This is an optimization exercise on Yosys and OpenROAD, whose aim is small area, a short achievable clock period and few clock cycles per item, not a production implementation.
Only simulation tests tie the RTL to the original design; equivalence was not proved.
Power and IR drop assume default switching activity.

==> flow/design.v, too long to show whole: its modules and the start of the top module <==
// module mul_fa: 4 lines
// module mul_ha: 4 lines
// module mul: 2239 lines
module mul (
    input wire clk,
    input wire reset,
    input wire rd_en,
    input wire wr_en,
    input wire [31:0] wr_data_1,
    input wire [31:0] wr_data_2,
    output wire [63:0] rd_data,
    output reg wr_ready,
    output reg rd_ready,
    output reg rd_val
);
  // ...
==> flow/flow/run.sh <==
#!/bin/bash
set -euo pipefail
MARGIN=7.5
bash standard.sh SETUP_SLACK_MARGIN=$MARGIN \
  "BUFFER_PORTS_ARGS=-buffer_cell sky130_fd_sc_hd__buf_2" \
  finish > standard_flow.log 2>&1
==> flow/standard.sh <==
#!/bin/bash
# synth_recipe.tcl (not shown) runs the flow's synth.tcl, then flattens the netlist and writes it again
# the make line also repeats each setting of config.mk as NAME=value (left out here)
make -C /OpenROAD-flow-scripts/flow DESIGN_CONFIG=/design/flow/config.mk WORK_HOME=/design/flow/orfs CLKGATE_MAP_FILE= SYNTH_SCRIPT=/design/flow/synth_recipe.tcl "${@:-finish}"
==> flow/config.mk <==
export PLATFORM = sky130hd
export DESIGN_NAME = mul
export DESIGN_NICKNAME = mul
export VERILOG_FILES = /design/flow/design.v
export SDC_FILE = /design/flow/constraint.sdc
export NUM_CORES = 4
export LEC_CHECK = 0
export ABC_AREA = 1
export CAP_MARGIN = 20
export CORE_MARGIN = 2
export CORE_UTILIZATION = 40
export CTS_CLUSTER_DIAMETER = 120
export CTS_CLUSTER_SIZE = 26
export SLEW_MARGIN = 20
export SYNTH_HIERARCHICAL = 1
==> flow/constraint.sdc <==
create_clock -name core_clock -period 11.0 [get_ports {clk}]
set_input_delay 2.2000 -clock core_clock [delete_from_list [all_inputs] [get_ports {clk}]]
set_output_delay 2.2000 -clock core_clock [all_outputs]
set_load 0.01 [all_outputs]
==> summary.txt, run 1 <==
Final layout
  – Largest Register: cs2
  – Seq area share: 30.29%
  – Final Util: 43.65%
  – Final Instance Area: 0.03869 mm2
  – Comb_multi_in: 2349
  – Biggest Area Class: multi-input gates

Yosys
  – Top_reg_cell synth: edfxtp_1
  – Simple-gate share of the synthesized area: 6.418%
  – Synth Area in XOR/XNOR: 13.42%

Worst setup path
  – Cell family with most CP delay: adder cells
  – Worst Setup SP: e2_n[9]
  – CP max stage cell: fa_1

Clock tree
  – PostCTS Resize Cnt: 23

Place
  – Placed Cells: 4314

Timing
  – Final Critical Period: 3504 ps
  – Fmax: 0.2854 GHz
  – Layout Skew: 30.88 ps
  – Final WS setup: 7496 ps
  – Period utilization: 31.86%

Floorplan
  – Core box area: 0.08865 mm2
  – Die W: 303.3 um

Routing
  – Via Count: 26020

Outcome
  – Status: no timing/DRC/antenna violations

GRT
  – Met3 usage: 6.654%

Pwr
  – Pwr dens: 357.1 mW/mm2
  – Internal power: 7.085 mW
  – Total sequential power: 3.03 mW
  – Pwr Total: 13.82 mW
  – P_sw: 6.735 mW
Testbench counts, summed over its fixed seeds: cycles 536, items 512.
==> inputs of run 2 (changes only) <==
==> flow/flow/run.sh (replaced) <==
#!/bin/bash
set -euo pipefail
MARGIN=7.56
bash standard.sh SETUP_SLACK_MARGIN=$MARGIN \
  "BUFFER_PORTS_ARGS=-buffer_cell sky130_fd_sc_hd__buf_2" \
  finish > standard_flow.log 2>&1
--- a/flow/config.mk
+++ b/flow/config.mk
@@ -9,7 +9,7 @@
 export CAP_MARGIN = 20
 export CORE_MARGIN = 2
 export CORE_UTILIZATION = 40
-export CTS_CLUSTER_DIAMETER = 120
-export CTS_CLUSTER_SIZE = 26
+export CTS_CLUSTER_DIAMETER = 110
+export CTS_CLUSTER_SIZE = 22
 export SLEW_MARGIN = 20
 export SYNTH_HIERARCHICAL = 1
==> summary.txt, run 2 <==
Final layout
  – Largest Register: cs2
  – Diode count: 0
  – Max reg flops: 178
  – Layout Nets: 3853
  – Final Instance Area: 0.03907 mm2 (+0.98%)
  – Layout cell share with drive strength beyond 1: 11.90%
  – Area delta synth->final: 9.044%
  – Leading registers by flop count: cs2: 178 flops, p3: 64 flops
  – Post-route insts no fill: 4374
  – Fillers: 8219
  – Most frequent cells in the layout: 540 x xor2_1, 491 x o22ai_1, 464 x fa_1, 386 x edfxtp_1, 305 x nand2_1
  – Commonest non-fill, non-tap cell in the layout: xor2_1

GRT
  – Initial antenna violation count: 1
  – First-pass GRT wire length: 166400 um
  – Remaining Overflow, GRT: 0
  – Vias in the first global route: 26910
  – Total Routing Usage GR: 23.98%
  – Largest net degree at the start of global routing: 67

Clock tree
  – CTS Buffer Depth: 3
  – Clk pin slew, worst setup/hold paths: 100 ps
  – CTS tree: built
  – H-tree Lvls: 1
  – CTS sink count: 392
  – Root Buffer: clkbuf_16
  – CTS Buf Count: 23
  – Clock latency at the later pin of the worst-skew pair: 610 ps

Timing
  – Worst slew pin tran: 1023 ps
  – Period utilization: 31.38% (-0.48 points)
  – Max Slew Vio Count: 0
  – Final Critical Period: 3451 ps (-52.83 ps)
  – RSZ-0062 raised after global routing: yes
  – Slew HR: 31.83%
  – Total Neg Setup Slack: 0 ps
  – Final hold violation count: 0
  – Fin Hold WS: 469.2 ps
  – Final setup vio count: 0
  – Fmax: 0.2897 GHz (+1.5%)
  – Layout Skew: 32.31 ps (+1.431 ps)

Worst setup path
  – Largest stage delay, worst path: 660 ps
  – WP data required: 11340 ps
  – Critical Path End Type: flip-flop
  – Worst Setup Start Kind: flip-flop
  – CP max stage cell: fa_2
  – Worst Setup EP: cs2[81]
  – R2r startpoint: a1_n[23]
  – Most common cell on crit path: fa_1
  – Kind of critical path: flip-flop to flip-flop
  – FF-to-FF End: cs2[81]
  – Worst reg2reg path depth: 7
  – Worst Setup SP: a1_n[23]
  – Crit path arrival time: 3790 ps
  – Worst reg2reg setup slack: 7550 ps
  – CP Max Fanout: 33
  – Crit-path cells: buf_6 > o22ai_1 > xor2_1 > fa_1 > fa_1 > fa_2 > fa_1

Yosys
  – Post-synth EDFFs: 386
  – Register area share after synthesis: 32.68%
  – Number of synthesized register bits: 392
  – Post-Syn Nets: 3891
  – Top_reg_cell synth: edfxtp_1
  – Synth area leaders: edfxtp_1 32%, fa_1 26%, xor2_1 13%
  – Count leader, synth: xor2_1
  – Synth Area per Inst: 11.08 um2
  – Synthesized instance count: 3235
  – Cell area after synthesis: 0.03583 mm2
  – Synth cell count leaders: 540 x xor2_1, 496 x o22ai_1, 473 x fa_1
  – Synth top area share: 32.35%
  – Synth cell types: 34
  – Ys Warns: 7
  – Post-synthesis async set-or-reset flop share: 0%
  – Biggest area consumer among synthesized cells: edfxtp_1

Routing
  – WL per Instance: 25.30 um
  – Drt drc: 0
  – Via Count: 25980 (-0.16%)
  – First-pass detailed-route iteration total: 7
  – DRT iter0 DRCs: 3136
  – Vias per std cell: 5.939
  – Final wirelength: 110700 um
  – Post-route ant nets: 0

Place
  – Post-DP HPWL: 64490 um
  – Input/output buffers: 134
  – Placed Cells: 4314 (unchanged)
  – DP Area: 0.03746 mm2
  – GPL Wtd Cong: 0.8742

Floorplan
  – Site Rows: 109
  – Initial Utilization: 40.42%
  – Total die area: 0.09199 mm2
  – Die W: 303.3 um (unchanged)
  – Core box area: 0.08865 mm2 (unchanged)
  – Die H: 303.3 um
  – Io pins: 135

Worst hold path
  – Worst hold start: rd_val
  – Worst hold path class: flip-flop to flip-flop

Pwr
  – Pwr dens: 359.3 mW/mm2 (+0.61%)
  – Pwr Total: 14.04 mW (+1.6%)
  – Leakage: 15.74 nW
  – VDD IR max: 0.3525 mV

Outcome
  – Status: no timing/DRC/antenna violations

Job
  – Max-Cap Viols: 0
-- run 2: cell count changes in the layout (fill, tap and decap cells not counted), sizes merged --
cell      delta
inv          -1
diode        -2
clkinvlp     +1
nand2        -1
bufinv       +1
clkbuf       +6
buf          -2
bufbuf       +1
clkinv       +2
-- run 2: layout make-up --
| class | count | area, um2 | share of cell area [%] |
|---|---|---|---|
| clock buffers | 31 | 605.6 | 1.550 |
| clock inverters | 6 | 106.4 | 0.2722 |
| inverters | 196 | 749.5 | 1.918 |
| multi-input cells | 2348 | 22570 | 57.77 |
| flip-flops and latches | 392 | 11720 | 30.00 |
| well taps | 1165 | 1458 | 3.731 |
| repair buffers | 236 | 1863 | 4.768 |
-- run 2: repair_timing --
action,in CTS,in global routing
gates resized for setup,59,112
hold buffers,0,0
pin swaps,4,16
setup buffers,10,6
endpoints found under the setup margin,339,80
gates cloned,7,0
-- run 2: Yosys stat by module (local to each module, per instance) --
module | cells | cell area (um2) | flip-flops and latches
mul_ha | 1 | 12.51 | 0
mul_fa | 1 | 20.02 | 0
mul | 2725 | 25920 | 392
-- run 2: worst min-delay path by stage --
stage,cells after the start,slack [ps],endpoint
2_1_floorplan,0,450,cs2[0]
3_3_place_gp,2,470,rd_val
3_5_place_dp,2,450,rd_val
4_1_cts,2,470,rd_val
5_1_grt,2,500,rd_val
6_report,2,470,rd_val
-- run 2: worst max-delay path, delay by kind of cell, from the launching register on --
kind	cells	cell delay, ps
adder cells (fa/ha/maj)	4	2070
AO/OA/AOI/OAI	1	180
XOR/XNOR	1	180
flip-flops	1	360
buffers and inverters	1	350
-- run 2: where the power goes --
| part | switching (mW) | internal [mW] |
|---|---|---|
| logic | 6.06 | 4.00 |
| clock network | 0.525 | 0.423 |
| registers | 0.208 | 2.82 |
-- run 2: logic make-up after synthesis --
family | Yosys count | share of synthesized area [%]
flops | 392 | 32.68
mux | 49 | 1.369
compound gates | 600 | 10.20
xor+xnor | 549 | 13.42
buf+inv | 501 | 5.468
simple gates | 556 | 6.418
fa+ha+maj | 588 | 30.44
-- run 2: routing by layer --
layer	global-route usage [%]	share of wire (%)	vias to the layer above
li1	-	-	10940
met1	31.19	39	12890
met2	37.50	45	1737
met3	6.461	12	411
met4	10.99	5.1	0
met5	0	0	-
-- run 2: through the flow --
| stage | utilization (%) | setup WS, ps |
|---|---|---|
| after floorplan | - | 6958 |
| after global placement | 42.24 | 5762 |
| after detailed placement | 42.26 | 5703 |
| after CTS | 43.55 | 7543 |
| after global routing | 44.08 | 7528 |
| final | 44.08 | 7549 |
==> inputs of run 3 (changes only) <==
==> flow/flow/run.sh (replaced) <==
#!/bin/bash
set -euo pipefail
MARGIN=7.44
bash standard.sh SETUP_SLACK_MARGIN=$MARGIN \
  "BUFFER_PORTS_ARGS=-buffer_cell sky130_fd_sc_hd__buf_2" \
  finish > standard_flow.log 2>&1
==> summary.txt, run 3 <==
Outcome
  – Status: no timing/DRC/antenna violations

Clock tree
  – CTS Buf Count: 23 (unchanged)
  – CTS sink count: 392 (unchanged)
  – Clock latency at the later pin of the worst-skew pair: 610 ps (about the same)
  – CTS Buffer Depth: 3 (unchanged)
  – H-tree Lvls: 1 (unchanged)
  – Root Buffer: clkbuf_16
  – CTS tree: built
  – Clk pin slew, worst setup/hold paths: 90 ps (about the same)

Timing
  – RSZ-0062 raised after global routing: no
  – Layout Skew: 33.04 ps (+0.7343 ps)
  – Fin Hold WS: 468.8 ps (-0.3840 ps)
  – Period utilization: 32.36% (+0.98 points)
  – Final Critical Period: 3559 ps (+107.9 ps)
  – Max Slew Vio Count: 0 (unchanged)
  – Final setup vio count: 0 (unchanged)
  – Worst slew pin tran: 1027 ps (+3.966 ps)
  – Total Neg Setup Slack: 0 ps (unchanged)
  – Slew HR: 31.56% (-0.26 points)
  – Fmax: 0.2810 GHz (-3.0%)
  – Final hold violation count: 0 (unchanged)

Place
  – GPL Wtd Cong: 0.8742 (unchanged)
  – Placed Cells: 4314 (unchanged)
  – Input/output buffers: 134 (unchanged)
  – Post-DP HPWL: 64490 um (unchanged)
  – DP Area: 0.03746 mm2 (unchanged)

Worst setup path
  – Worst reg2reg path depth: 7 (unchanged)
  – Crit path arrival time: 3900 ps (+110 ps)
  – CP Max Fanout: 32 (-3.0%)
  – Worst Setup Start Kind: flip-flop
  – WP data required: 11340 ps (about the same)
  – Kind of critical path: flip-flop to flip-flop
  – Critical Path End Type: flip-flop

Routing
  – First-pass detailed-route iteration total: 5 (-2)
  – WL per Instance: 25.15 um (-0.57%)
  – Final wirelength: 109800 um (-0.75%)
  – Post-route ant nets: 0 (unchanged)
  – Drt drc: 0 (unchanged)
  – Via Count: 25930 (-0.17%)
  – DRT iter0 DRCs: 2978 (-5.0%)
  – Vias per std cell: 5.940 (about the same)

Yosys
  – Number of synthesized register bits: 392 (unchanged)
  – Post-synth EDFFs: 386 (unchanged)
  – Top_reg_cell synth: edfxtp_1
  – Cell area after synthesis: 0.03583 mm2 (unchanged)
  – Biggest area consumer among synthesized cells: edfxtp_1
  – Synth top area share: 32.35% (unchanged)
  – Simple-gate share of the synthesized area: 6.418% (unchanged)
  – Ys Warns: 7 (unchanged)
  – Count leader, synth: xor2_1
  – Largest family of logic cells by synthesized area: adder cells
  – Synth cell count leaders: 540 x xor2_1, 496 x o22ai_1, 473 x fa_1
  – Mux contribution to synthesized area: 1.369% (unchanged)
  – Post-synthesis async set-or-reset flop share: 0% (unchanged)
  – Synth cell types: 34 (unchanged)
  – Post-Syn Nets: 3891 (unchanged)
  – Synth Area per Inst: 11.08 um2 (unchanged)
  – Post-synthesis compound-gate area fraction: 10.20% (unchanged)
  – Synth area leaders: edfxtp_1 32%, fa_1 26%, xor2_1 13%
  – Synth Area in Adders: 30.44% (unchanged)
  – Register area share after synthesis: 32.68% (unchanged)
  – Synth Area in XOR/XNOR: 13.42% (unchanged)
  – Synthesized instance count: 3235 (unchanged)

Job
  – Max-Cap Viols: 0 (unchanged)

Pwr
  – Sw frac: 48.60% (+0.18 points)
  – Register share of total power: 22.2% (+0.6 points)
  – VDD IR max: 0.3927 mV (+11%)
  – Leakage: 15.57 nW (-1.1%)
  – Internal power: 7.028 mW (-3.0%)
  – Pwr dens: 354.0 mW/mm2 (-1.5%)
  – Clk network pwr share: 7.0% (+0.2 points)
  – Logic gate share of total power: 70.9% (-0.8 points)
  – P_sw: 6.644 mW (-2.3%)

Final layout
  – Final Instance Area: 0.03862 mm2 (-1.2%)
  – Fillers: 8255 (+0.44%)
  – Layout cell share with drive strength beyond 1: 10.75% (-1.2 points)
  – Leading registers by flop count: cs2: 178 flops, p3: 64 flops
  – Commonest non-fill, non-tap cell in the layout: xor2_1
  – Diode count: 0 (unchanged)
  – Most frequent cells in the layout: 540 x xor2_1, 496 x o22ai_1, 473 x fa_1, 386 x edfxtp_1, 311 x nand2_1
  – Layout Nets: 3845 (-0.21%)
  – Largest Register: cs2
  – Area delta synth->final: 7.787%
  – Post-route insts no fill: 4366 (-0.18%)
  – Max reg flops: 178 (unchanged)

GRT
  – Largest net degree at the start of global routing: 81 (+21%)
  – First-pass GRT wire length: 166500 um (about the same)
  – Vias in the first global route: 26860 (-0.15%)
  – Total Routing Usage GR: 23.96% (about the same)
  – Initial antenna violation count: 2 (+1)
  – Remaining Overflow, GRT: 0 (unchanged)

Floorplan
  – Initial Utilization: 40.42% (unchanged)
  – Core box area: 0.08865 mm2 (unchanged)
  – Site Rows: 109 (unchanged)
  – Io pins: 135 (unchanged)
  – Total die area: 0.09199 mm2 (unchanged)
  – Die W: 303.3 um (unchanged)
  – Die H: 303.3 um (unchanged)

Worst hold path
  – Hold path depth: 2 (unchanged)
  – Worst hold path class: flip-flop to flip-flop
==> run 3: cell counts after synthesis <==
Identical to the previous run, type by type.
==> run 3: final timing paths <==
path | startpoint | end | slack (ps)
min | rd_val | rd_val | 470
max reg2reg | e1_n[2] | cs2[81] | 7440
max | e1_n[2] | cs2[81] | 7440
min reg2reg | rd_val | rd_val | 470
==> run 3: power groups by stage <==
| stage | combinational, mW | sequential (mW) | clock (mW) |
|---|---|---|---|
| finish | 9.69 | 3.03 | 0.951 |
| global route | 10.9 | 3.09 | 1.03 |
| CTS | 9.53 | 3.04 | 0.987 |
| detailed placement | 9.22 | 3.08 | 0 |
| global placement | 9.06 | 3.06 | 0 |
| floorplan | 6.53 | 3.10 | 0 |
==> run 3: metrics by stage <==
stage                     setup slack [ps]  utilization, %  total power, mW
after floorplan                       6958               -            9.624
after global placement                5762           42.24            12.12
after detailed placement              5703           42.26            12.30
after CTS                             7342           43.29            13.56
after global routing                  7440           43.57            15.05
final                                 7441           43.57            13.67
==> run 3: layout make-up <==
cell class | count | area (um2) | area share (%)
tap | 1165 | 1458 | 3.774
sequential | 392 | 11720 | 30.34
inverter | 196 | 747.0 | 1.934
clock buffer | 31 | 605.6 | 1.568
timing repair buffer | 228 | 1587 | 4.108
multi-input combinational | 2348 | 22400 | 58.00
clock inverter | 6 | 106.4 | 0.2754
==> run 3: per-module statistics from Yosys, one instance, submodules excluded <==
module	cell area, um2	flops+latches	cells	copies in the design
mul_ha	12.51	0	1	40
mul_fa	20.02	0	1	470
mul	25920	392	2725	1
==> run 3: critical path, cell delays in order (launching register included) <==
cell and delay, ps:
edfxtp_1 340, buf_4 460, o22ai_1 160, xor2_1 190, fa_1 560, fa_1 440
fa_1 690, fa_1 450
==> run 3: kinds of logic after synthesis <==
family	after synthesis
AND/OR/NAND/NOR	556
adder cells (fa/ha/maj)	588
buffers and inverters	501
multiplexers	49
flip-flops	392
AO/OA/AOI/OAI	600
XOR/XNOR	549
==> run 3: timing repair <==
action,in CTS,in global routing
hold buffers,0,0
endpoints found under the setup margin,297,153
pin swaps,3,1
setup buffers,8,1
cloned,6,0
gates resized for setup,13,58
==> run 3: layer usage <==
metal,vias to the layer above,global-route usage [%],share of wire [%]
li1,10930,-,-
met1,12860,31.10,39
met2,1766,37.49,45
met3,379,6.604,12
met4,0,10.84,4.8
met5,-,0,0
==> inputs of run 4 (changes only) <==
==> flow/flow/run.sh (replaced) <==
#!/bin/bash
set -euo pipefail
MARGIN=7.5
bash standard.sh SETUP_SLACK_MARGIN=$MARGIN \
  "BUFFER_PORTS_ARGS=-buffer_cell sky130_fd_sc_hd__buf_2" \
  finish > standard_flow.log 2>&1
--- a/flow/config.mk
+++ b/flow/config.mk
@@ -13,3 +13,4 @@
 export CTS_CLUSTER_SIZE = 22
 export SLEW_MARGIN = 20
 export SYNTH_HIERARCHICAL = 1
+export TNS_END_PERCENT = 10
==> summary.txt, run 4 <==
Clock tree
  – Root Buffer: clkbuf_16
  – CTS sink count: 392 (unchanged)
  – CTS tree: built
  – H-tree Lvls: 1 (unchanged)
  – CTS Buf Count: 22 (-4.3%)
  – CTS Buffer Depth: 3 (unchanged)
  – Clk pin slew, worst setup/hold paths: 90 ps (about the same)
  – Clock latency at the later pin of the worst-skew pair: 620 ps (about the same)

Yosys
  – Top_reg_cell synth: edfxtp_1
  – Count leader, synth: xor2_1
  – Synthesized instance count: 3235 (unchanged)
  – Synth Area per Inst: 11.08 um2 (unchanged)
  – Number of synthesized register bits: 392 (unchanged)
  – Post-synthesis async set-or-reset flop share: 0% (unchanged)
  – Post-synth EDFFs: 386 (unchanged)
  – Biggest area consumer among synthesized cells: edfxtp_1
  – Synth area leaders: edfxtp_1 32%, fa_1 26%, xor2_1 13%
  – Register area share after synthesis: 32.68% (unchanged)
  – Synth top area share: 32.35% (unchanged)
  – Synth cell count leaders: 540 x xor2_1, 496 x o22ai_1, 473 x fa_1
  – Cell area after synthesis: 0.03583 mm2 (unchanged)
  – Synth cell types: 34 (unchanged)
  – Ys Warns: 7 (unchanged)
  – Post-Syn Nets: 3891 (unchanged)

Routing
  – Drt drc: 0 (unchanged)
  – First-pass detailed-route iteration total: 8 (+3)
  – DRT iter0 DRCs: 3115 (+4.6%)
  – Via Count: 26160 (+0.89%)
  – Post-route ant nets: 0 (unchanged)
  – Vias per std cell: 5.969 (+0.50%)
  – Final wirelength: 111200 um (+1.3%)
  – WL per Instance: 25.38 um (+0.90%)

Worst setup path
  – FF-to-FF End: cs2[81]
  – Kind of critical path: flip-flop to output pin
  – Worst Setup Start Kind: flip-flop
  – WP data required: 8800 ps (-2540 ps)
  – CP max stage cell: dfxtp_4
  – Critical Path End Type: output pin
  – Worst Path Buf+Inv: 1 (unchanged)
  – Crit-path cells: buf_2
  – R2r startpoint: en[4]
  – Worst reg2reg setup slack: 7480 ps (+40 ps)
  – Worst reg2reg path depth: 6 (-1)
  – Largest stage delay, worst path: 560 ps (-130 ps)
  – Cell family with most CP delay: flip-flops
  – CP Max Fanout: 5 (-84%)
  – Crit path arrival time: 1370 ps (-2530 ps)

Outcome
  – Status: no timing/DRC/antenna violations

GRT
  – First-pass GRT wire length: 165000 um (-0.86%)
  – Total Routing Usage GR: 23.74% (-0.21 points)
  – Largest net degree at the start of global routing: 70 (-14%)
  – Remaining Overflow, GRT: 0 (unchanged)
  – Vias in the first global route: 26580 (-1.1%)
  – Initial antenna violation count: 1 (-1)

Pwr
  – Leakage: 15.63 nW (+0.37%)
  – Pwr dens: 353.3 mW/mm2 (-0.20%)
  – VDD IR max: 0.4051 mV (+3.2%)

Worst hold path
  – Worst hold path class: flip-flop to flip-flop
  – Hold Path Sink: rd_val
  – Worst hold start: rd_val
  – Hold path depth: 2 (unchanged)

Timing
  – Max Slew Vio Count: 0 (unchanged)
  – Fmax: 0.2804 GHz (-0.21%)
  – Final hold violation count: 0 (unchanged)
  – Final setup vio count: 0 (unchanged)
  – Worst slew pin tran: 988.8 ps (-37.73 ps)
  – Layout Skew: 28.74 ps (-4.304 ps)
  – Final Critical Period: 3567 ps (+7.560 ps)
  – RSZ-0062 raised after global routing: yes
  – Total Neg Setup Slack: 0 ps (unchanged)
  – Period utilization: 32.42% (+0.069 points)
  – Slew HR: 33.99% (+2.4 points)

Floorplan
  – Core box area: 0.08865 mm2 (unchanged)
  – Initial Utilization: 40.42% (unchanged)
  – Io pins: 135 (unchanged)
  – Total die area: 0.09199 mm2 (unchanged)
  – Die W: 303.3 um (unchanged)
  – Site Rows: 109 (unchanged)
  – Die H: 303.3 um (unchanged)

Final layout
  – Layout cell share with drive strength beyond 1: 11.10% (+0.35 points)
  – Leading registers by flop count: cs2: 178 flops, p3: 64 flops
  – Most frequent cells in the layout: 540 x xor2_1, 496 x o22ai_1, 472 x fa_1, 386 x edfxtp_1, 311 x nand2_1
  – Final Util: 43.71% (+0.14 points)
  – Largest Register: cs2
  – Fillers: 8373 (+1.4%)
  – Area delta synth->final: 8.139%
  – Max reg flops: 178 (unchanged)
  – Layout Nets: 3860 (+0.39%)
  – Commonest non-fill, non-tap cell in the layout: xor2_1

Place
  – Post-DP HPWL: 64950 um (+0.72%)
  – GPL Wtd Cong: 0.8806 (+0.73%)
  – Input/output buffers: 134 (unchanged)

Job
  – Max-Cap Viols: 0 (unchanged)
run 4: logic make-up after synthesis:
kind of cell | count (synthesis) | share of synthesized area, %
buffers and inverters | 501 | 5.468
xor gates and xnor gates | 549 | 13.42
muxes | 49 | 1.369
adders and majority gates | 588 | 30.44
AOI/OAI and AO/OA | 600 | 10.20
and+or+nand+nor | 556 | 6.418
DFF | 392 | 32.68
run 4: modules after synthesis, one instance, submodules excluded:
| module | cells inside | copies in the design |
|---|---|---|
| mul | 2725 | 1 |
| mul_fa | 1 | 470 |
| mul_ha | 1 | 40 |
run 4: area by class of cell:
cell class / instances / area (um2) / area share (%)
inverters: 196 / 747.0 / 1.928
clock inverters: 6 / 67.56 / 0.1744
clock buffers: 30 / 580.6 / 1.498
repair buffers: 244 / 1785 / 4.608
diodes: 2 / 5.005 / 0.01292
well taps: 1165 / 1458 / 3.762
multi-input cells: 2348 / 22390 / 57.77
flip-flops and latches: 392 / 11720 / 30.24
run 4: metal layers:
layer  track usage, %  part of all wire, %
met1            31.22                   39
met2            36.67                   44
met3            6.511                   12
met4            10.83                  5.1
met5                0                    0
run 4: worst max-delay path by stage:
| stage | from | depth (start not counted) | slack (ps) | end |
|---|---|---|---|---|
| final | rd_ready | 1 | 7430 | rd_ready |
| after global routing | cs2[82] | 14 | 7400 | p3[57] |
| after CTS | en[12] | 6 | 7150 | cs2[77] |
| after detailed placement | rd_en | 6 | 5650 | cs2[151] |
| after global placement | rd_en | 6 | 5720 | cs2[151] |
| after floorplan | rd_en | 6 | 6960 | wr_ready |
run 4: stage by stage:
stage	cells	power [mW]	area (um2)	hold WS (ps)	worst slack (ps)
floorplan	3235	9.623	35890	455.0	6958
detailed placement	4316	12.22	37470	462.1	5651
finish	4383	13.69	38750	468.9	7433
CTS	4359	13.16	38210	475.7	7149
global route	4381	15.10	38740	492.7	7396
global placement	4314	12.06	37430	459.7	5715
run 4: repair_timing:
item,4_1_cts,5_1_grt
endpoints found under the setup margin,362,301
cloned,3,3
resized for setup,6,75
pin swaps,2,5
hold buffers,0,0
buffers inserted,4,19
run 4: power by group:
group	leakage, nW	switching, mW	internal (mW)
Combinational	11.2	5.88	3.89
Sequential	4.08	0.209	2.82
Clock	0.306	0.516	0.379
Total	15.6	6.60	7.09
==> inputs of run 5 (changes only) <==
--- a/flow/config.mk
+++ b/flow/config.mk
@@ -13,4 +13,4 @@
 export CTS_CLUSTER_SIZE = 22
 export SLEW_MARGIN = 20
 export SYNTH_HIERARCHICAL = 1
-export TNS_END_PERCENT = 10
+export TNS_END_PERCENT = 0
==> summary.txt, run 5 <==
Pwr
  – VDD IR max: 0.4034 mV (-0.42%)
  – Leakage: 15.58 nW (-0.32%)
  – Pwr Total: 13.61 mW (-0.59%)
  – Pwr dens: 352.7 mW/mm2 (-0.15%)

Timing
  – Period utilization: 32.71% (+0.28 points)
  – RSZ-0062 raised after global routing: yes
  – Fin Hold WS: 471.6 ps (+2.680 ps)
  – Fmax: 0.2779 GHz (-0.87%)
  – Slew HR: 36.16% (+2.2 points)
  – Final Critical Period: 3598 ps (+31.35 ps)
  – Worst slew pin tran: 956.4 ps (-32.46 ps)
  – Final hold violation count: 0 (unchanged)
  – Total Neg Setup Slack: 0 ps (unchanged)
  – Max Slew Vio Count: 0 (unchanged)
  – Final setup vio count: 0 (unchanged)
  – Layout Skew: 31.54 ps (+2.799 ps)

Clock tree
  – Clk pin slew, worst setup/hold paths: 90 ps (about the same)
  – CTS sink count: 392 (unchanged)
  – H-tree Lvls: 1 (unchanged)
  – CTS tree: built
  – Clock latency at the later pin of the worst-skew pair: 620 ps (about the same)
  – CTS Buf Count: 22 (unchanged)
  – CTS Buffer Depth: 3 (unchanged)
  – CTS Hold Bufs: 0 (unchanged)
  – Root Buffer: clkbuf_16

Worst setup path
  – CP max stage cell: fa_1
  – Worst reg2reg setup slack: 7400 ps (-80 ps)
  – Critical Path End Type: flip-flop
  – Worst reg2reg path depth: 7 (+1)
  – Crit-path cells: buf_4 > o22ai_1 > xor2_1 > fa_1 > fa_1 > fa_1 > fa_1
  – Most common cell on crit path: fa_1
  – R2r startpoint: a1_n[17]
  – FF-to-FF End: cs2[81]
  – WP data required: 11340 ps (+2540 ps)
  – Worst Setup Start Kind: flip-flop
  – Crit path arrival time: 3940 ps (+2570 ps)
  – CP Max Fanout: 33 (+28)
  – Largest stage delay, worst path: 700 ps (+140 ps)
  – Kind of critical path: flip-flop to flip-flop

GRT
  – First-pass GRT wire length: 165000 um (unchanged)
  – Remaining Overflow, GRT: 0 (unchanged)
  – Initial antenna violation count: 1 (unchanged)
  – Largest net degree at the start of global routing: 70 (unchanged)
  – Vias in the first global route: 26580 (unchanged)
  – Total Routing Usage GR: 23.74% (unchanged)

Floorplan
  – Total die area: 0.09199 mm2 (unchanged)
  – Core box area: 0.08865 mm2 (unchanged)
  – Die W: 303.3 um (unchanged)
  – Initial Utilization: 40.42% (unchanged)
  – Io pins: 135 (unchanged)
  – Site Rows: 109 (unchanged)
  – Die H: 303.3 um (unchanged)

Place
  – GPL Wtd Cong: 0.8806 (unchanged)
  – Input/output buffers: 134 (unchanged)
  – Placed Cells: 4316 (unchanged)
  – Post-DP HPWL: 64950 um (unchanged)

Yosys
  – Synth area leaders: edfxtp_1 32%, fa_1 26%, xor2_1 13%
  – Count leader, synth: xor2_1
  – Cell area after synthesis: 0.03583 mm2 (unchanged)
  – Ys Warns: 7 (unchanged)
  – Post-synthesis async set-or-reset flop share: 0% (unchanged)
  – Number of synthesized register bits: 392 (unchanged)
  – Post-synth EDFFs: 386 (unchanged)
  – Synth Area per Inst: 11.08 um2 (unchanged)
  – Top_reg_cell synth: edfxtp_1
  – Post-Syn Nets: 3891 (unchanged)
  – Synth cell types: 34 (unchanged)
  – Synth cell count leaders: 540 x xor2_1, 496 x o22ai_1, 473 x fa_1
  – Synthesized instance count: 3235 (unchanged)
  – Synth top area share: 32.35% (unchanged)
  – Register area share after synthesis: 32.68% (unchanged)
  – Biggest area consumer among synthesized cells: edfxtp_1

Final layout
  – Max reg flops: 178 (unchanged)
  – Most frequent cells in the layout: 540 x xor2_1, 496 x o22ai_1, 473 x fa_1, 386 x edfxtp_1, 312 x nand2_1
  – Layout cell share with drive strength beyond 1: 10.95% (-0.15 points)
  – Area delta synth->final: 7.668%
  – Leading registers by flop count: cs2: 178 flops, p3: 64 flops
  – Final Util: 43.52% (-0.19 points)
  – Commonest non-fill, non-tap cell in the layout: xor2_1
  – Largest Register: cs2
  – Layout Nets: 3859 (-0.026%)
  – Post-route insts no fill: 4381 (-0.046%)

Routing
  – WL per Instance: 25.35 um (-0.10%)
  – Via Count: 25970 (-0.74%)
  – Drt drc: 0 (unchanged)
  – Vias per std cell: 5.928 (-0.69%)
  – DRT iter0 DRCs: 3090 (-0.80%)
  – Final wirelength: 111100 um (-0.15%)
  – Post-route ant nets: 0 (unchanged)
  – First-pass detailed-route iteration total: 7 (-1)

Worst hold path
  – Hold Path Sink: rd_val
  – Worst hold start: rd_val
  – Hold path depth: 2 (unchanged)
  – Worst hold path class: flip-flop to flip-flop

Outcome
  – Status: no timing/DRC/antenna violations

Job
  – Max-Cap Viols: 0 (unchanged)
==> run 5: changes by cell type in the layout (fill, tap and decap cells not counted), sizes merged <==
cell	previous run	this run
buf	244	243
diode	2	1
==> run 5: layout make-up <==
type	count	area, um2
flip-flops and latches	392	11720
repair buffers	243	1649
fillers	8387	50070
clock inverters	6	67.56
multi-input cells	2348	22360
diodes	1	2.502
clock buffers	30	580.6
inverters	196	747.0
well taps	1165	1458
==> run 5: logic make-up after synthesis <==
group                    synth area share, %
flip-flops                             32.68
XOR/XNOR                               13.42
buffers and inverters                  5.468
AO/OA/AOI/OAI                          10.20
AND/OR/NAND/NOR                        6.418
adder cells (fa/ha/maj)                30.44
multiplexers                           1.369
==> run 5: per-stage QoR <==
| stage | worst slack [ps] | area, um2 |
|---|---|---|
| final | 7402 | 38580 |
| after global routing | 7380 | 38580 |
| after CTS | 7149 | 38210 |
| after detailed placement | 5651 | 37470 |
| after global placement | 5715 | 37430 |
| after floorplan | 6958 | 35890 |
==> run 5: per-module statistics from Yosys, one instance, submodules excluded <==
module  flip-flops and latches  area [um2]  times used
mul                        392       25920           1
mul_ha                       0       12.51          40
mul_fa                       0       20.02         470
==> run 5: worst max path at each step <==
stage,slack (ps),from,depth (start not counted),end
after CTS,7150,en[12],6,cs2[77]
final,7400,a1_n[17],7,cs2[81]
after global routing,7380,cs2[66],14,p3[33]
after detailed placement,5650,rd_en,6,cs2[151]
after global placement,5720,rd_en,6,cs2[151]
after floorplan,6960,rd_en,6,wr_ready
==> run 5: routing by layer <==
layer	wire length, um	track usage [%]
met4	5564	10.83
met5	0	0
met1	43070	31.22
met3	13220	6.511
met2	49220	36.67
==> run 5: power breakdown <==
part / total, mW / internal [mW] / switching (mW)
Combinational: 9.68 / 3.84 / 5.85
Clock: 0.896 / 0.379 / 0.517
Sequential: 3.03 / 2.82 / 0.207
Total: 13.6 / 7.04 / 6.57
==> run 5: worst max-delay path, delay by kind of cell, from the launching register on <==
family | cells | cell delay, ps
flops | 1 | 330
buf+inv | 1 | 520
fa+ha+maj | 4 | 2030
compound gates | 1 | 200
xor+xnor | 1 | 240
==> run 5: what timing repair did <==
item                       in CTS  in global routing
resized for setup               6                 40
gates cloned                    3                  3
pin swaps                       2                  2
setup endpoints to repair     362                301
buffers inserted                4                 18
==> inputs of run 6 (changes only) <==
--- a/flow/config.mk
+++ b/flow/config.mk
@@ -11,6 +11,6 @@
 export CORE_UTILIZATION = 40
 export CTS_CLUSTER_DIAMETER = 110
 export CTS_CLUSTER_SIZE = 22
+export PLACE_DENSITY = 0.75
 export SLEW_MARGIN = 20
 export SYNTH_HIERARCHICAL = 1
-export TNS_END_PERCENT = 0
==> summary.txt, run 6 <==
Outcome
  – Status: no timing/DRC/antenna violations

Final layout
  – Layout cell share with drive strength beyond 1: 11.37% (+0.42 points)
  – Most frequent cells in the layout: 540 x xor2_1, 494 x o22ai_1, 473 x fa_1, 386 x edfxtp_1, 309 x nand2_1
  – Largest Register: cs2
  – Commonest non-fill, non-tap cell in the layout: xor2_1
  – Area delta synth->final: 8.377%
  – Register Area: 0.01172 mm2 (about the same)
  – Max reg flops: 178 (unchanged)
  – Layout Nets: 3855 (-0.10%)
  – Multi-input logic area: 0.02247 mm2 (+0.52%)
  – Leading registers by flop count: cs2: 178 flops, p3: 64 flops
  – Fillers: 8042 (-4.1%)

Timing
  – Total Neg Setup Slack: 0 ps (unchanged)
  – Max Slew Vio Count: 0 (unchanged)
  – Final setup vio count: 0 (unchanged)
  – Worst slew pin tran: 873.2 ps (-83.15 ps)
  – Period utilization: 32.16% (-0.55 points)
  – Final hold violation count: 0 (unchanged)
  – Fin Hold WS: 468.0 ps (-3.598 ps)
  – Final Critical Period: 3538 ps (-60.01 ps)
  – Slew HR: 41.71% (+5.6 points)
  – Layout Skew: 22.02 ps (-9.521 ps)
  – RSZ-0062 raised after global routing: yes
  – Fmax: 0.2826 GHz (+1.7%)

Pwr
  – Sw frac: 48.59% (+0.29 points)
  – Pwr Total: 13.94 mW (+2.5%)
  – Register share of total power: 21.8% (-0.5 points)
  – Logic gate share of total power: 71.8% (+0.6 points)
  – Clk network pwr share: 6.4% (-0.2 points)
  – Pwr dens: 359.1 mW/mm2 (+1.8%)
  – VDD IR max: 0.4058 mV (+0.60%)
  – Leakage: 15.65 nW (+0.44%)
  – P_sw: 6.775 mW (+3.1%)
  – Internal power: 7.170 mW (+1.9%)

Worst setup path
  – Worst Setup Start Kind: flip-flop
  – Kind of critical path: flip-flop to flip-flop
  – Crit-path cells: buf_4 > xor2_1 > fa_1 > fa_1 > fa_1 > fa_1
  – CP max stage cell: buf_4
  – WP data required: 11310 ps (-30 ps)
  – Most common cell on crit path: fa_1
  – Worst reg2reg path depth: 6 (-1)
  – Crit path arrival time: 3850 ps (-90 ps)
  – Critical Path End Type: flip-flop
  – CP Max Fanout: 34 (+3.0%)
  – Largest stage delay, worst path: 580 ps (-120 ps)

Yosys
  – Synth area leaders: edfxtp_1 32%, fa_1 26%, xor2_1 13%
  – Synth cell types: 34 (unchanged)
  – Number of synthesized register bits: 392 (unchanged)
  – Synth cell count leaders: 540 x xor2_1, 496 x o22ai_1, 473 x fa_1
  – Post-synthesis async set-or-reset flop share: 0% (unchanged)
  – Biggest area consumer among synthesized cells: edfxtp_1
  – Post-synth EDFFs: 386 (unchanged)
  – Cell area after synthesis: 0.03583 mm2 (unchanged)
  – Synth top area share: 32.35% (unchanged)
  – Ys Warns: 7 (unchanged)
  – Synth Area per Inst: 11.08 um2 (unchanged)
  – Post-Syn Nets: 3891 (unchanged)
  – Register area share after synthesis: 32.68% (unchanged)
  – Top_reg_cell synth: edfxtp_1
  – Count leader, synth: xor2_1
  – Synthesized instance count: 3235 (unchanged)

GRT
  – Initial antenna violation count: 8 (+7)
  – Remaining Overflow, GRT: 0 (unchanged)
  – Vias in the first global route: 28510 (+7.3%)
  – Largest net degree at the start of global routing: 83 (+19%)
  – First-pass GRT wire length: 162100 um (-1.8%)
  – Total Routing Usage GR: 22.93% (-0.81 points)

Routing
  – Post-route ant nets: 0 (unchanged)
  – Via Count: 27270 (+5.0%)
  – WL per Instance: 24.56 um (-3.1%)
  – Final wirelength: 107500 um (-3.2%)
  – Vias per std cell: 6.229 (+5.1%)
  – Drt drc: 0 (unchanged)
  – First-pass detailed-route iteration total: 8 (+1)
  – DRT iter0 DRCs: 4167 (+35%)

Floorplan
  – Site Rows: 109 (unchanged)
  – Die W: 303.3 um (unchanged)
  – Io pins: 135 (unchanged)
  – Total die area: 0.09199 mm2 (unchanged)
  – Initial Utilization: 40.42% (unchanged)
  – Core box area: 0.08865 mm2 (unchanged)
  – Die H: 303.3 um (unchanged)

Worst hold path
  – Worst hold path class: flip-flop to flip-flop
  – Hold path depth: 2 (unchanged)

Place
  – Input/output buffers: 134 (unchanged)
  – GPL Wtd Cong: 0.9316 (+5.8%)
  – Post-DP HPWL: 63150 um (-2.8%)

Clock tree
  – CTS tree: built
  – Clk pin slew, worst setup/hold paths: 90 ps (about the same)
  – H-tree Lvls: 1 (unchanged)
  – CTS sink count: 392 (unchanged)
  – CTS Buffer Depth: 3 (unchanged)
  – Root Buffer: clkbuf_16
  – CTS Hold Bufs: 0 (unchanged)
  – CTS Buf Count: 22 (unchanged)
  – Clock latency at the later pin of the worst-skew pair: 600 ps (-20 ps)

Job
  – Max-Cap Viols: 0 (unchanged)
==> run 6: cell counts after synthesis <==
No cell type changed its count.
==> run 6: layout make-up <==
| cell class | count | share of cell area, % |
|---|---|---|
| inverters | 196 | 1.933 |
| repair inverters | 1 | 0.01289 |
| diodes | 3 | 0.01933 |
| well taps | 1165 | 3.754 |
| clock inverters | 4 | 0.1514 |
| flip-flops and latches | 392 | 30.18 |
| repair buffers | 239 | 4.578 |
| multi-input cells | 2347 | 57.87 |
| clock buffers | 31 | 1.505 |
==> run 6: worst paths after layout <==
check                           startpoint  slack, ps       to
worst min-delay path                rd_val        470   rd_val
worst min register to register      rd_val        470   rd_val
worst max-delay path                 en[4]       7460  cs2[81]
worst max register to register       en[4]       7460  cs2[81]
==> run 6: per-stage QoR <==
step           instance area, um2  setup slack (ps)  util [%]  cells
5_1_grt                     38830              7469     43.80   4377
4_1_cts                     38350              7500     43.26   4365
3_3_place_gp                37460              5856     42.25   4315
6_report                    38830              7462     43.81   4378
3_5_place_dp                37460              5764     42.25   4315
2_1_floorplan               35900              6958         -   3235
==> run 6: power by group through the flow <==
stage / Sequential, mW / Combinational, mW / Clock, mW
finish: 3.04 / 10.0 / 0.888
floorplan: 3.10 / 6.53 / 0
global placement: 3.08 / 8.79 / 0
CTS: 3.06 / 9.45 / 0.914
global route: 3.11 / 11.2 / 0.956
detailed placement: 3.10 / 9.12 / 0
==> run 6: layer usage <==
metal | share of wire (%) | wire length, um | global-route usage, % | vias up
met5 | 0.11 | 113 | 0.2070 | -
met4 | 6.9 | 7420 | 12.57 | 10
met3 | 14 | 14950 | 8.546 | 797
met2 | 44 | 47670 | 35.95 | 2351
met1 | 35 | 37360 | 27.35 | 13180
li1 | - | - | - | 10940
==> run 6: per-module statistics from Yosys (local to each module, per instance) <==
module | area [um2] | flip-flops and latches | cells | copies in the design
mul | 25920 | 392 | 2725 | 1
mul_fa | 20.02 | 0 | 1 | 470
mul_ha | 12.51 | 0 | 1 | 40
==> run 6: cells by family (layout without fill, tap and decap cells) <==
group,Yosys count,in the layout,synth area share (%)
AO/OA/AOI/OAI,600,600,10.20
adder cells (fa/ha/maj),588,588,30.44
AND/OR/NAND/NOR,556,561,6.418
XOR/XNOR,549,549,13.42
buffers and inverters,501,471,5.468
flip-flops,392,392,32.68
multiplexers,49,49,1.369
other,0,3,0
==> run 6: critical path: cells and delay by family, from the launching register on <==
family / cells / cell delay [ps]
adders and majority gates: 4 / 2000
DFF: 1 / 330
xor gates and xnor gates: 1 / 300
buffers and inverters: 1 / 580
==> run 6: repair_timing <==
item | 4_1_cts | 5_1_grt
setup buffers | 10 | 8
gates cloned | 5 | 2
endpoints found under the setup margin | 366 | 159
resized for setup | 23 | 82
pin swaps | 2 | 5
==> inputs of run 7 (changes only) <==
--- a/flow/config.mk
+++ b/flow/config.mk
@@ -11,6 +11,6 @@
 export CORE_UTILIZATION = 40
 export CTS_CLUSTER_DIAMETER = 110
 export CTS_CLUSTER_SIZE = 22
-export PLACE_DENSITY = 0.75
+export PLACE_DENSITY = 0.5
 export SLEW_MARGIN = 20
 export SYNTH_HIERARCHICAL = 1
==> summary.txt, run 7 <==
Clock tree
  – CTS tree: built
  – Clock latency at the later pin of the worst-skew pair: 630 ps (+30 ps)
  – Root Buffer: clkbuf_16
  – CTS Buf Count: 24 (+9.1%)
  – H-tree Lvls: 1 (unchanged)
  – CTS sink count: 392 (unchanged)
  – CTS Hold Bufs: 0 (unchanged)
  – CTS Buffer Depth: 3 (unchanged)
  – Clk pin slew, worst setup/hold paths: 90 ps (about the same)

Final layout
  – Max reg flops: 178 (unchanged)
  – Leading registers by flop count: cs2: 178 flops, p3: 64 flops
  – Final Instance Area: 0.03917 mm2 (+0.86%)
  – Diode count: 0 (-3)
  – Layout cell share with drive strength beyond 1: 11.98% (+0.60 points)
  – Area delta synth->final: 9.313%
  – Largest Register: cs2
  – Layout Nets: 3855 (unchanged)
  – Most frequent cells in the layout: 540 x xor2_1, 489 x o22ai_1, 468 x fa_1, 386 x edfxtp_1, 307 x nand2_1
  – Commonest non-fill, non-tap cell in the layout: xor2_1
  – Final Util: 44.18% (+0.38 points)

Yosys
  – Synth cell types: 34 (unchanged)
  – Post-synthesis async set-or-reset flop share: 0% (unchanged)
  – Synth top area share: 32.35% (unchanged)
  – Synth area leaders: edfxtp_1 32%, fa_1 26%, xor2_1 13%
  – Ys Warns: 7 (unchanged)
  – Synth cell count leaders: 540 x xor2_1, 496 x o22ai_1, 473 x fa_1
  – Post-synth EDFFs: 386 (unchanged)
  – Post-Syn Nets: 3891 (unchanged)
  – Biggest area consumer among synthesized cells: edfxtp_1
  – Number of synthesized register bits: 392 (unchanged)
  – Count leader, synth: xor2_1
  – Cell area after synthesis: 0.03583 mm2 (unchanged)
  – Register area share after synthesis: 32.68% (unchanged)
  – Top_reg_cell synth: edfxtp_1
  – Synthesized instance count: 3235 (unchanged)
  – Synth Area per Inst: 11.08 um2 (unchanged)

GRT
  – Largest net degree at the start of global routing: 71 (-14%)
  – First-pass GRT wire length: 177000 um (+9.2%)
  – Met3 usage: 6.011% (-2.5 points)
  – Vias in the first global route: 28070 (-1.5%)
  – Total Routing Usage GR: 25.60% (+2.7 points)
  – Most Crowded Layer GR: met2
  – Remaining Overflow, GRT: 0 (unchanged)
  – GR Util met1: 34.30% (+7.0 points)
  – Met2 Resource Use GR: 40.58% (+4.6 points)
  – Initial antenna violation count: 3 (-5)

Pwr
  – VDD IR max: 0.3341 mV (-18%)
  – Leakage: 15.78 nW (+0.86%)
  – Pwr dens: 366.9 mW/mm2 (+2.2%)
  – Pwr Total: 14.37 mW (+3.1%)

Worst setup path
  – Worst Path Buf+Inv: 1 (unchanged)
  – Crit path arrival time: 3870 ps (+20 ps)
  – CP max stage cell: fa_2
  – Largest stage delay, worst path: 680 ps (+100 ps)
  – Worst reg2reg setup slack: 7500 ps (+40 ps)
  – Kind of critical path: flip-flop to flip-flop
  – Most common cell on crit path: fa_1
  – Worst Setup Start Kind: flip-flop
  – WP data required: 11370 ps (+60 ps)
  – Cell family with most CP delay: adder cells
  – Crit-path cells: buf_6 > o22ai_1 > xor2_1 > fa_1 > fa_1 > fa_2 > fa_1
  – CP Max Fanout: 33 (-2.9%)
  – Critical Path End Type: flip-flop

Routing
  – First-pass detailed-route iteration total: 7 (-1)
  – Drt drc: 0 (unchanged)
  – DRT iter0 DRCs: 2703 (-35%)
  – WL per Instance: 27.04 um (+10%)
  – Via Count: 25950 (-4.8%)
  – Post-route ant nets: 0 (unchanged)
  – Vias per std cell: 5.924 (-4.9%)
  – Final wirelength: 118400 um (+10%)

Floorplan
  – Die H: 303.3 um (unchanged)
  – Io pins: 135 (unchanged)
  – Initial Utilization: 40.42% (unchanged)
  – Site Rows: 109 (unchanged)
  – Total die area: 0.09199 mm2 (unchanged)
  – Die W: 303.3 um (unchanged)
  – Core box area: 0.08865 mm2 (unchanged)

Timing
  – Fmax: 0.2861 GHz (+1.2%)
  – Period utilization: 31.78% (-0.39 points)
  – Max Slew Vio Count: 0 (unchanged)
  – Final hold violation count: 0 (unchanged)
  – Final setup vio count: 0 (unchanged)
  – RSZ-0062 raised after global routing: yes
  – Worst slew pin tran: 992.5 ps (+119.3 ps)
  – Slew HR: 33.83% (-7.9 points)
  – Total Neg Setup Slack: 0 ps (unchanged)
  – Final Critical Period: 3495 ps (-42.78 ps)
  – Layout Skew: 39.17 ps (+17.16 ps)

Job
  – Max-Cap Viols: 0 (unchanged)

Worst hold path
  – Worst hold path class: flip-flop to flip-flop

Place
  – GPL Wtd Cong: 0.8749 (-6.1%)
  – Post-DP HPWL: 70170 um (+11%)
  – DP Area: 0.03748 mm2 (about the same)
  – Input/output buffers: 134 (unchanged)

Outcome
  – Status: no timing/DRC/antenna violations
-- run 7: cell counts after synthesis --
Identical to the previous run, type by type.
-- run 7: power by group --
group	total, mW	internal, mW	switching, mW
sequential	3.04	2.82	0.215
clock	1.01	0.452	0.554
combinational	10.3	4.11	6.21
total	14.4	7.39	6.98
-- run 7: per-layer routing --
metal | up-vias | wire length (um)
met1 | 13110 | 47760
met4 | 2 | 5031
met2 | 1568 | 53220
li1 | 10950 | -
met3 | 314 | 12410
met5 | - | 13
-- run 7: path summary, 6_finish.rpt --
| kind | end | depth (start not counted) | start |
|---|---|---|---|
| worst max-delay path | cs2[31] | 7 | a1_n[10] |
| worst min-delay path | rd_val | 2 | rd_val |
| worst max register to register | cs2[31] | 7 | a1_n[10] |
| worst min register to register | rd_val | 2 | rd_val |
-- run 7: repair_timing --
item                       CTS  global route
gates resized for setup     56           113
gates cloned                 4             2
setup buffers                8             8
pin swaps                    5            17
setup endpoints to repair  370           293
-- run 7: cell type report --
type | instances | area, um2
clock buffer | 33 | 644.4
multi-input combinational | 2347 | 22530
clock inverter | 9 | 137.6
inverter | 196 | 753.2
timing repair buffer | 238 | 1928
fill | 8289 | 49480
sequential | 392 | 11720
tap | 1165 | 1458
-- run 7: logic make-up (layout without fill, tap and decap cells) --
kind of cell             Yosys count  count (layout)  synth area share [%]
AO/OA/AOI/OAI                    600             600                 10.20
adder cells (fa/ha/maj)          588             588                 30.44
AND/OR/NAND/NOR                  556             561                 6.418
XOR/XNOR                         549             549                 13.42
buffers and inverters            501             476                 5.468
flip-flops                       392             392                 32.68
multiplexers                      49              49                 1.369
-- run 7: worst min-delay path, delay by kind of cell (launching register included) --
| kind | cells | cell delay [ps] |
|---|---|---|
| AND/OR/NAND/NOR | 1 | 60 |
| AO/OA/AOI/OAI | 1 | 50 |
| flip-flops | 1 | 320 |
-- run 7: metrics by stage --
step,hold WS (ps),worst slack [ps],std cells
finish,473.0,7505,4380
floorplan,455.0,6958,3235
global route,504.4,7475,4380
global placement,465.8,6058,4315
detailed placement,459.2,5968,4316
CTS,473.5,7261,4370
-- run 7: per-module statistics from Yosys (local to each module, per instance) --
| module | cells inside | flip-flops and latches | area [um2] | copies in the design |
|---|---|---|---|---|
| mul_fa | 1 | 0 | 20.02 | 470 |
| mul_ha | 1 | 0 | 12.51 | 40 |
| mul | 2725 | 392 | 25920 | 1 |
==> inputs of run 8 (changes only) <==
--- a/flow/config.mk
+++ b/flow/config.mk
@@ -11,6 +11,5 @@
 export CORE_UTILIZATION = 40
 export CTS_CLUSTER_DIAMETER = 110
 export CTS_CLUSTER_SIZE = 22
-export PLACE_DENSITY = 0.5
 export SLEW_MARGIN = 20
 export SYNTH_HIERARCHICAL = 1
==> summary.txt, run 8 <==
GRT
  – First-pass GRT wire length: 166500 um (-5.9%)
  – Initial antenna violation count: 2 (-1)
  – Vias in the first global route: 26900 (-4.2%)
  – Remaining Overflow, GRT: 0 (unchanged)
  – Largest net degree at the start of global routing: 67 (-5.6%)
  – Total Routing Usage GR: 24.00% (-1.6 points)

Clock tree
  – H-tree Lvls: 1 (unchanged)
  – Clk pin slew, worst setup/hold paths: 90 ps (about the same)
  – CTS sink count: 392 (unchanged)
  – CTS tree: built
  – Clock latency at the later pin of the worst-skew pair: 610 ps (-20 ps)
  – Root Buffer: clkbuf_16
  – CTS Buf Count: 23 (-4.2%)
  – CTS Buffer Depth: 3 (unchanged)

Worst setup path
  – Crit path arrival time: 3790 ps (-80 ps)
  – Critical Path End Type: flip-flop
  – Crit-path cells: buf_6 > o22ai_1 > xor2_1 > fa_1 > fa_1 > fa_1 > fa_1
  – Most common cell on crit path: fa_1
  – Worst Path Buf+Inv: 1 (unchanged)
  – R2r startpoint: a1_n[19]
  – Cell family with most CP delay: adder cells
  – CP Max Fanout: 34 (+3.0%)
  – WP data required: 11330 ps (-40 ps)
  – FF-to-FF End: cs2[65]
  – Worst reg2reg setup slack: 7540 ps (+30 ps)
  – CP max stage cell: fa_1
  – Largest stage delay, worst path: 670 ps (about the same)
  – Kind of critical path: flip-flop to flip-flop
  – Worst Setup SP: a1_n[19]
  – Worst reg2reg path depth: 7 (unchanged)
  – Worst Setup Start Kind: flip-flop

Yosys
  – Post-synthesis compound-gate area fraction: 10.20% (unchanged)
  – Top_reg_cell synth: edfxtp_1
  – Synth top area share: 32.35% (unchanged)
  – Synth area leaders: edfxtp_1 32%, fa_1 26%, xor2_1 13%
  – Largest family of logic cells by synthesized area: adder cells
  – Biggest area consumer among synthesized cells: edfxtp_1
  – Post-synth EDFFs: 386 (unchanged)
  – Post-Syn Nets: 3891 (unchanged)
  – Number of synthesized register bits: 392 (unchanged)
  – Synthesized instance count: 3235 (unchanged)
  – Count leader, synth: xor2_1
  – Synth Area per Inst: 11.08 um2 (unchanged)
  – Cell area after synthesis: 0.03583 mm2 (unchanged)
  – Synth Area in XOR/XNOR: 13.42% (unchanged)
  – Mux contribution to synthesized area: 1.369% (unchanged)
  – Synth Area in Adders: 30.44% (unchanged)
  – Simple-gate share of the synthesized area: 6.418% (unchanged)
  – Synth cell types: 34 (unchanged)
  – Register area share after synthesis: 32.68% (unchanged)
  – Ys Warns: 7 (unchanged)
  – Synth cell count leaders: 540 x xor2_1, 496 x o22ai_1, 473 x fa_1
  – Post-synthesis async set-or-reset flop share: 0% (unchanged)

Floorplan
  – Die W: 303.3 um (unchanged)
  – Die H: 303.3 um (unchanged)
  – Total die area: 0.09199 mm2 (unchanged)
  – Site Rows: 109 (unchanged)
  – Initial Utilization: 40.42% (unchanged)
  – Io pins: 135 (unchanged)
  – Core box area: 0.08865 mm2 (unchanged)

Place
  – Post-DP HPWL: 64490 um (-8.1%)
  – Pre-CTS setup slack: 5703 ps (-264.4 ps)
  – Input/output buffers: 134 (unchanged)
  – Placed Cells: 4314 (-0.046%)
  – GPL Wtd Cong: 0.8742 (about the same)

Final layout
  – Register Area: 0.01172 mm2 (unchanged)
  – Layout Nets: 3854 (-0.026%)
  – Area delta synth->final: 8.559%
  – Leading registers by flop count: cs2: 178 flops, p3: 64 flops
  – Multi-input logic area: 0.02247 mm2 (-0.26%)
  – Most frequent cells in the layout: 540 x xor2_1, 496 x o22ai_1, 471 x fa_1, 386 x edfxtp_1, 309 x nand2_1
  – Layout cell share with drive strength beyond 1: 11.34% (-0.64 points)
  – Fillers: 8241 (-0.58%)
  – Post-route insts no fill: 4378 (-0.046%)
  – Commonest non-fill, non-tap cell in the layout: xor2_1
  – Largest Register: cs2
  – Max reg flops: 178 (unchanged)

Routing
  – Final wirelength: 110500 um (-6.7%)
  – WL per Instance: 25.25 um (-6.6%)
  – Drt drc: 0 (unchanged)
  – First-pass detailed-route iteration total: 6 (-1)
  – Vias per std cell: 5.955 (+0.51%)
  – Via Count: 26070 (+0.46%)
  – DRT iter0 DRCs: 2868 (+6.1%)
  – Post-route ant nets: 0 (unchanged)

Timing
  – Layout Skew: 29.67 ps (-9.508 ps)
  – Fin Hold WS: 469.2 ps (-3.752 ps)
  – Worst slew pin tran: 1032 ps (+39.64 ps)
  – Final Critical Period: 3463 ps (-31.82 ps)
  – Final setup vio count: 0 (unchanged)
  – Fmax: 0.2887 GHz (+0.92%)
  – RSZ-0062 raised after global routing: yes
  – Total Neg Setup Slack: 0 ps (unchanged)
  – Final WS setup: 7537 ps (+31.82 ps)
  – Slew HR: 31.19% (-2.6 points)
  – Final hold violation count: 0 (unchanged)
  – Period utilization: 31.49% (-0.29 points)
  – Max Slew Vio Count: 0 (unchanged)

Pwr
  – VDD IR max: 0.3467 mV (+3.7%)
  – Leakage: 15.69 nW (-0.57%)
  – Pwr dens: 357.1 mW/mm2 (-2.7%)

Job
  – Max-Cap Viols: 0 (unchanged)

Worst hold path
  – Worst hold path class: flip-flop to flip-flop
  – Hold Path Sink: rd_val
  – Worst hold start: rd_val
  – Hold path depth: 2 (unchanged)

Outcome
  – Status: no timing/DRC/antenna violations
run 8: metal layers:
metal | vias up | share of wire (%) | GRT usage (%)
met5 | - | 0 | 0
met4 | 0 | 5.0 | 11.01
met3 | 421 | 12 | 6.682
met2 | 1729 | 44 | 37.53
met1 | 12960 | 39 | 31.07
li1 | 10960 | - | -
run 8: Yosys stat by module, one instance, submodules excluded:
module / copies in the design / cells / cell area, um2
mul: 1 / 2725 / 25920
mul_fa: 470 / 1 / 20.02
mul_ha: 40 / 1 / 12.51
run 8: through the flow:
| stage | cell area (um2) | total power, mW | utilization [%] |
|---|---|---|---|
| after floorplan | 35900 | 9.624 | - |
| after global placement | 37440 | 12.12 | 42.24 |
| after detailed placement | 37460 | 12.30 | 42.26 |
| after CTS | 38450 | 13.54 | 43.38 |
| after global routing | 38890 | 15.26 | 43.87 |
| final | 38900 | 13.89 | 43.88 |
run 8: repair_timing:
item	4_1_cts	5_1_grt
endpoints found under the hold margin	0	0
buffers inserted	10	6
cloned	7	1
pin swaps	4	4
hold buffers	0	0
endpoints found under the setup margin	320	66
resized for setup	24	92
run 8: worst max-delay path by stage:
stage                    end  slack (ps)  cells after the start
detailed placement   cs2[91]        5700                      6
floorplan           wr_ready        6960                      6
CTS                  cs2[81]        7500                      7
finish               cs2[65]        7540                      7
global placement     cs2[97]        5760                      6
global route          p3[58]        7460                     14
run 8: kinds of logic (layout without fill, tap and decap cells):
family | Yosys count | after routing
AO/OA/AOI/OAI | 600 | 600
XOR/XNOR | 549 | 549
adder cells (fa/ha/maj) | 588 | 588
buffers and inverters | 501 | 469
flip-flops | 392 | 392
multiplexers | 49 | 49
other | 0 | 3
AND/OR/NAND/NOR | 556 | 563
run 8: area by class of cell:
class                           count  share of cell area, %
Inverter                          196                  1.920
Timing Repair Buffer              236                  4.587
Multi-Input combinational cell   2349                  57.77
Clock buffer                       31                  1.557
Antenna cell                        3                0.01930
Clock inverter                      6                 0.2734
Tap cell                         1165                  3.747
Sequential cell                   392                  30.13
run 8: worst min-delay path: stages, from the launching register on:
cell and delay [ps]:
dfxtp_1 320, nand2_1 60, a21oi_1 50
run 8: power breakdown:
part / switching, mW / leakage, nW / total (mW) / internal, mW
Combinational: 6.02 / 11.3 / 9.91 / 3.89
Sequential: 0.207 / 4.08 / 3.03 / 2.82
Clock: 0.523 / 0.338 / 0.946 / 0.424
Total: 6.75 / 15.7 / 13.9 / 7.14
==> inputs of run 9 (changes only) <==
--- a/flow/config.mk
+++ b/flow/config.mk
@@ -6,10 +6,10 @@
 export NUM_CORES = 4
 export LEC_CHECK = 0
 export ABC_AREA = 1
-export CAP_MARGIN = 20
+export CAP_MARGIN = 5
 export CORE_MARGIN = 2
 export CORE_UTILIZATION = 40
 export CTS_CLUSTER_DIAMETER = 110
 export CTS_CLUSTER_SIZE = 22
-export SLEW_MARGIN = 20
+export SLEW_MARGIN = 5
 export SYNTH_HIERARCHICAL = 1
==> summary.txt, run 9 <==
Yosys
  – Post-synthesis compound-gate area fraction: 10.20% (unchanged)
  – Biggest area consumer among synthesized cells: edfxtp_1
  – Post-synth EDFFs: 386 (unchanged)
  – Synth Area in XOR/XNOR: 13.42% (unchanged)
  – Register area share after synthesis: 32.68% (unchanged)
  – Top_reg_cell synth: edfxtp_1
  – Synth top area share: 32.35% (unchanged)
  – Post-Syn Nets: 3891 (unchanged)
  – Largest family of logic cells by synthesized area: adder cells
  – Synth Area per Inst: 11.08 um2 (unchanged)
  – Synth cell count leaders: 540 x xor2_1, 496 x o22ai_1, 473 x fa_1
  – Synth area leaders: edfxtp_1 32%, fa_1 26%, xor2_1 13%
  – Synthesized instance count: 3235 (unchanged)
  – Post-synthesis async set-or-reset flop share: 0% (unchanged)
  – Mux contribution to synthesized area: 1.369% (unchanged)
  – Count leader, synth: xor2_1
  – Ys Warns: 7 (unchanged)
  – Synth Area in Adders: 30.44% (unchanged)
  – Synth cell types: 34 (unchanged)
  – Cell area after synthesis: 0.03583 mm2 (unchanged)
  – Number of synthesized register bits: 392 (unchanged)
  – Simple-gate share of the synthesized area: 6.418% (unchanged)

Clock tree
  – CTS Buf Count: 23 (unchanged)
  – CTS Hold Bufs: 0 (unchanged)
  – CTS sink count: 392 (unchanged)
  – CTS tree: built
  – Clk pin slew, worst setup/hold paths: 90 ps (about the same)
  – Root Buffer: clkbuf_16
  – Clock latency at the later pin of the worst-skew pair: 600 ps (about the same)
  – H-tree Lvls: 1 (unchanged)
  – CTS Buffer Depth: 3 (unchanged)

Timing
  – Final setup vio count: 0 (unchanged)
  – Final Critical Period: 3483 ps (+19.62 ps)
  – Final hold violation count: 0 (unchanged)
  – RSZ-0062 raised after global routing: no
  – Total Neg Setup Slack: 0 ps (unchanged)
  – Worst slew pin tran: 1467 ps (+435.0 ps)
  – Fmax: 0.2871 GHz (-0.56%)
  – Period utilization: 31.66% (+0.18 points)
  – Fin Hold WS: 473.4 ps (+4.211 ps)
  – Slew HR: 2.055% (-29 points)
  – Layout Skew: 29.63 ps (-0.03460 ps)
  – Max Slew Vio Count: 0 (unchanged)

Worst setup path
  – Crit path arrival time: 3790 ps (about the same)
  – Largest stage delay, worst path: 580 ps (-90 ps)
  – Most common cell on crit path: fa_1
  – CP max stage cell: fa_1
  – Crit-path cells: buf_6 > o22ai_1 > xor2_1 > fa_1 > fa_1 > fa_1 > fa_1
  – Worst Setup Start Kind: flip-flop
  – Critical Path End Type: flip-flop
  – Kind of critical path: flip-flop to flip-flop
  – CP Max Fanout: 33 (-2.9%)
  – WP data required: 11310 ps (-20 ps)

Floorplan
  – Initial Utilization: 40.42% (unchanged)
  – Site Rows: 109 (unchanged)
  – Core box area: 0.08865 mm2 (unchanged)
  – Total die area: 0.09199 mm2 (unchanged)
  – Io pins: 135 (unchanged)
  – Die W: 303.3 um (unchanged)
  – Die H: 303.3 um (unchanged)

Worst hold path
  – Worst hold path class: flip-flop to flip-flop

GRT
  – Initial antenna violation count: 1 (-1)
  – Total Routing Usage GR: 24.09% (+0.094 points)
  – Vias in the first global route: 26860 (-0.14%)
  – Largest net degree at the start of global routing: 81 (+21%)
  – First-pass GRT wire length: 167400 um (+0.50%)
  – Remaining Overflow, GRT: 0 (unchanged)

Final layout
  – Largest Register: cs2
  – Layout cell share with drive strength beyond 1: 11.20% (-0.14 points)
  – Area delta synth->final: 8.352%
  – Layout Nets: 3850 (-0.10%)
  – Fillers: 8235 (-0.073%)
  – Commonest non-fill, non-tap cell in the layout: xor2_1
  – Most frequent cells in the layout: 540 x xor2_1, 495 x o22ai_1, 470 x fa_1, 386 x edfxtp_1, 309 x nand2_1
  – Leading registers by flop count: cs2: 178 flops, p3: 64 flops
  – Max reg flops: 178 (unchanged)

Pwr
  – Leakage: 15.62 nW (-0.46%)
  – Pwr Total: 13.85 mW (-0.27%)
  – Pwr dens: 356.8 mW/mm2 (about the same)
  – VDD IR max: 0.4063 mV (+17%)

Routing
  – DRT iter0 DRCs: 2887 (+0.66%)
  – Drt drc: 0 (unchanged)
  – First-pass detailed-route iteration total: 6 (unchanged)
  – Via Count: 25970 (-0.38%)
  – WL per Instance: 25.42 um (+0.69%)
  – Final wirelength: 111100 um (+0.55%)
  – Post-route ant nets: 0 (unchanged)
  – Vias per std cell: 5.940 (-0.25%)

Place
  – GPL Wtd Cong: 0.8742 (unchanged)
  – Post-DP HPWL: 64470 um (about the same)
  – Input/output buffers: 134 (unchanged)

Job
  – Max-Cap Viols: 0 (unchanged)

Outcome
  – Status: no timing/DRC/antenna violations
[run 9: cell counts after synthesis]
No cell type changed its count.
[run 9: cell type report]
cell class	count	area, um2	share of cell area (%)
sequential	392	11720	30.19
timing repair buffer	229	1689	4.351
multi-input combinational	2352	22520	58.00
clock buffer	31	605.6	1.560
clock inverter	6	83.83	0.2159
tap	1165	1458	3.754
antenna	1	2.502	0.006445
inverter	196	747.0	1.924
[run 9: timing repair]
action | CTS | global route
endpoints found under the setup margin | 318 | 68
resized for setup | 27 | 83
gates cloned | 8 | 2
pin swaps | 3 | 3
setup buffers | 8 | 3
[run 9: critical path, delay by kind of cell, from the launching register on]
family	cells	cell delay, ps
compound gates	1	180
buf+inv	1	390
flops	1	350
xor+xnor	1	190
fa+ha+maj	4	2040
[run 9: layer usage]
layer | routed length [um] | GRT usage [%] | vias to the layer above
li1 | - | - | 10940
met1 | 42990 | 31.24 | 12910
met3 | 12980 | 6.889 | 433
met2 | 49580 | 37.61 | 1690
met5 | 0 | 0 | -
met4 | 5581 | 10.74 | 0
[run 9: Yosys stat by module (local to each module, per instance)]
module / cells inside / cell area [um2] / flip-flops and latches
mul: 2725 / 25920 / 392
mul_fa: 1 / 20.02 / 0
mul_ha: 1 / 12.51 / 0
[run 9: logic make-up after synthesis]
logic type	after synthesis
muxes	49
xor gates and xnor gates	549
buffers and inverters	501
adders and majority gates	588
and+or+nand+nor	556
DFF	392
AOI/OAI and AO/OA	600
[run 9: stage by stage]
step / std cells / setup slack (ps) / utilization [%] / cell area (um2)
floorplan: 3235 / 6958 / - / 35900
global placement: 4313 / 5762 / 42.24 / 37440
detailed placement: 4313 / 5704 / 42.24 / 37440
CTS: 4366 / 7500 / 43.35 / 38420
global route: 4371 / 7498 / 43.79 / 38820
finish: 4372 / 7517 / 43.80 / 38820
[run 9: final timing paths]
kind / start / endpoint / slack, ps / cells past startpoint
min: rd_val / rd_val / 470 / 2
min reg2reg: rd_val / rd_val / 470 / 2
max: a1_n[17] / cs2[69] / 7520 / 7
max reg2reg: a1_n[17] / cs2[69] / 7520 / 7
[run 9: where the power goes]
group | switching [mW] | internal, mW
combinational | 5.96 | 3.94
clock | 0.525 | 0.399
sequential | 0.206 | 2.82
total | 6.69 | 7.16

## separate check: timing with driven ports
No port has a modelled driver above. Below, the same layouts with a new extraction and two added sets of constraints.
Step 1 sets driving cells, clkbuf_16 on the clock port and buf_2 on the other inputs (assumed; they add their load-dependent delay and slew).
Step 2 also shifts input and output timing later by t, the mid clock arrival at the registers, as if the neighbouring blocks saw the same clock.
Three values: ideal ports, drivers, drivers and shift; two values: the first two.
run	t, ns	slack for setup (ns)
run 1	0.651	7.496 / 7.496 / 7.051
run 2	0.653	7.549 / 7.539 / 7.168
run 3	0.656	7.441 / 7.418 / 7.026
run 4	0.667	7.433 / 7.370 / 6.992
run 5	0.669	7.402 / 7.374 / 7.011
run 6	0.651	7.462 / 7.462 / 7.220
run 7	0.684	7.505 / 7.505 / 6.998
run 8	0.653	7.537 / 7.537 / 7.040
run 9	0.655	7.517 / 7.517 / 6.969
After both steps every run listed still meets setup and hold.
